This is an optimization exercise on Yosys and OpenROAD, whose aim is small area, not a production implementation.
Function was checked by simulation only, so behaviour that the tests miss may differ from the original.

## lane 1
// comparator_latch
module comparator_latch #
(
  parameter n_to_response_time = -1038,
  parameter p_to_response_time = -1020,
  parameter const_response_time = 1285,
  parameter n_to_tau = -1248,
  parameter p_to_tau = 1037,
  parameter const_tau = 1042,
  parameter n_to_response_time_lh = -1752,
  parameter p_to_response_time_lh = -1006,
  parameter const_response_time_lh = 1185,
  parameter n_to_tau_lh = 1131,
  parameter p_to_tau_lh = -1115,
  parameter const_tau_lh = 1529
)
(
  input clk,
  input reset,
  input sys_clk,
  input [15-1:0] n,
  input [15-1:0] p,
  output [35-1:0] out
);
Size: ~5 flip-flops, roughly 68 I/O pins.
Settings: LEC_CHECK=0, ABC_AREA=1, CAP_MARGIN=20, CORE_MARGIN=2, CORE_UTILIZATION=40, CTS_BUF_LIST=sky130_fd_sc_hd__clkbuf_2, SLEW_MARGIN=20, SYNTH_HIERARCHICAL=1, SYNTH_MINIMUM_KEEP_SIZE=0; clock period 26.0 ns.
standard.sh (not shown) runs the stock make flow with config.mk's settings and CLKGATE_MAP_FILE= SYNTH_SCRIPT=/design/flow/synth_recipe.tcl, a recipe that flattens the netlist after the stock synthesis.
==> flow/flow/run.sh <==
#!/bin/bash
# The standard layout, with three changes:
#  - ABC maps the logic for area only (map -a, no buffering or upsizing), from a copy of
#    ORFS's scripts whose abc_area.script is replaced (ABC_AREA is 1 in config.mk);
#  - the port buffers are made from the smallest buffer cell;
#  - the constant outputs share one tie cell instead of one tie cell each.
set -euo pipefail
rm -rf scripts_area
cp -r "$FLOW_HOME/scripts" scripts_area
printf 'strash\ndch\nmap -a\ntopo\nstime -c\ndnsize -c\n' > scripts_area/abc_area.script
bash standard.sh "SCRIPTS_DIR=$PWD/scripts_area" \
  "BUFFER_PORTS_ARGS=-buffer_cell sky130_fd_sc_hd__buf_1" \
  SKIP_REPAIR_TIE_FANOUT=1 finish > make_finish.log 2>&1
Input changes introduced in lane 2 (baseline for comparison: lane 1):
-- flow/config.mk --
<<< lane 1, line 11
export CORE_UTILIZATION = 40
export CTS_BUF_LIST = sky130_fd_sc_hd__clkbuf_2
export SLEW_MARGIN = 20
>>> lane 2, line 11
export CORE_UTILIZATION = 40
export CTS_BUF_LIST = sky130_fd_sc_hd__clkbuf_1
export GPL_TIMING_DRIVEN = 0
export SLEW_MARGIN = 20
--- outcome ---
Final area (lane 2 vs. lane 1) increases by a little under 10%. Lane 2: flow completed, timing, DRC and antenna clean. Lane 2 vs. lane 1: met2 usage went up by 1.2 points, achievable clock frequency comparable.


comparator_latch again, from the RTL that the note above started with.
Settings: LEC_CHECK=0, ABC_AREA=1, CAP_MARGIN=20, CORE_MARGIN=2, CORE_UTILIZATION=25, CTS_BUF_LIST=sky130_fd_sc_hd__clkbuf_2, SLEW_MARGIN=20, SYNTH_HIERARCHICAL=1, SYNTH_MINIMUM_KEEP_SIZE=0; clock period 26.0 ns.
Scripts as last shown in full above: flow/flow/run.sh
Change:
CORE_UTILIZATION = 60   (was 25)
- The new run produced a clean layout
- critical path depth is unchanged
- first-iteration DRC count rose by 29%
- cell area fell by 3.7%


Starting RTL as in the previous note.
clock: 26.0 ns
lec_check: 0
abc_area: 1
cap_margin: 20
core_margin: 2
core_utilization: 40
cts_buf_list: sky130_fd_sc_hd__clkbuf_2
slew_margin: 20
synth_hierarchical: 1
synth_minimum_keep_size: 0
==> flow/flow/run.sh <==
#!/bin/bash
# The standard layout, with two changes:
#  - ABC maps the logic for area only (map -a, no buffering or upsizing), from a copy of
#    ORFS's scripts whose abc_area.script is replaced (ABC_AREA is 1 in config.mk);
#  - the port buffers are made from the smallest buffer cell.
set -euo pipefail
rm -rf scripts_area
cp -r "$FLOW_HOME/scripts" scripts_area
printf 'strash\ndch\nmap -a\ntopo\nstime -c\ndnsize -c\n' > scripts_area/abc_area.script
bash standard.sh "SCRIPTS_DIR=$PWD/scripts_area" \
  "BUFFER_PORTS_ARGS=-buffer_cell sky130_fd_sc_hd__buf_1" finish > make_finish.log 2>&1
Edit:
--- a/flow/flow/run.sh
+++ b/flow/flow/run.sh
@@ -2 +2 @@
-# The standard layout, with two changes:
+# The standard layout, with three changes:
@@ -5 +5,2 @@
-#  - the port buffers are made from the smallest buffer cell.
+#  - the port buffers are made from the smallest buffer cell;
+#  - the constant outputs share one tie cell instead of one tie cell each.
@@ -11 +12,2 @@
-  "BUFFER_PORTS_ARGS=-buffer_cell sky130_fd_sc_hd__buf_1" finish > make_finish.log 2>&1
+  "BUFFER_PORTS_ARGS=-buffer_cell sky130_fd_sc_hd__buf_1" \
+  SKIP_REPAIR_TIE_FANOUT=1 finish > make_finish.log 2>&1
--- a/flow/config.mk
+++ b/flow/config.mk
@@ -12 +12 @@
-export CTS_BUF_LIST = sky130_fd_sc_hd__clkbuf_2
+export CTS_BUF_LIST = sky130_fd_sc_hd__clkbuf_1
Synthesized cell count does not change. Worst setup slack improves by 0.082 ns. Worst hold slack improves by 0.0053 ns. Die area stays the same. Design area came out lower by 2.1%.

-- what the ideal ports hide --
The flow's constraints put no driver on any port. The routed layouts listed below were extracted and timed again, unchanged, in two steps.
Step 1 (the two cells are an assumption about what drives the block):
set clk [get_ports {clk}]
set_driving_cell -lib_cell sky130_fd_sc_hd__clkbuf_16 $clk
set_driving_cell -lib_cell sky130_fd_sc_hd__buf_2 [delete_from_list [all_inputs] $clk]
Step 2 also shifts input and output timing later by t, the mid clock arrival at the registers, as if the neighbouring blocks saw the same clock.
Three values: ideal ports, drivers, drivers and shift; two values: the first two.
run | t, ns | slack for setup (ns) | hold WS [ns] | worst setup path at the end | pins driven straight from the clock port
lane 1 | 0.233 | 5.195 / 5.188 / 4.955 | 0.534 / 0.534 / 0.534 | input to register | 1
lane 2 | 0.285 | 5.143 / 5.137 / 4.852 | 0.546 / 0.546 / 0.546 | input to register | 1
the first run of note 2 | 0.233 | 5.145 / 5.143 / 4.910 | 0.534 / 0.534 / 0.534 | input to register | 1
the second run of note 2 | 0.225 | 5.300 / 5.288 / 5.063 | 0.550 / 0.550 / 0.550 | input to register | 1
the first run of note 3 | 0.235 | 5.148 / 5.142 / 4.906 | 0.533 / 0.533 / 0.533 | input to register | 1
the second run of note 3 | 0.260 | 5.230 / 5.223 / 4.963 | 0.539 / 0.539 / 0.539 | input to register | 1
After both steps setup and hold are still met in every run listed. For lane 2, which loses most, drivers alone change the setup slack by -0.006 ns; drivers and shift together by -0.291 ns.
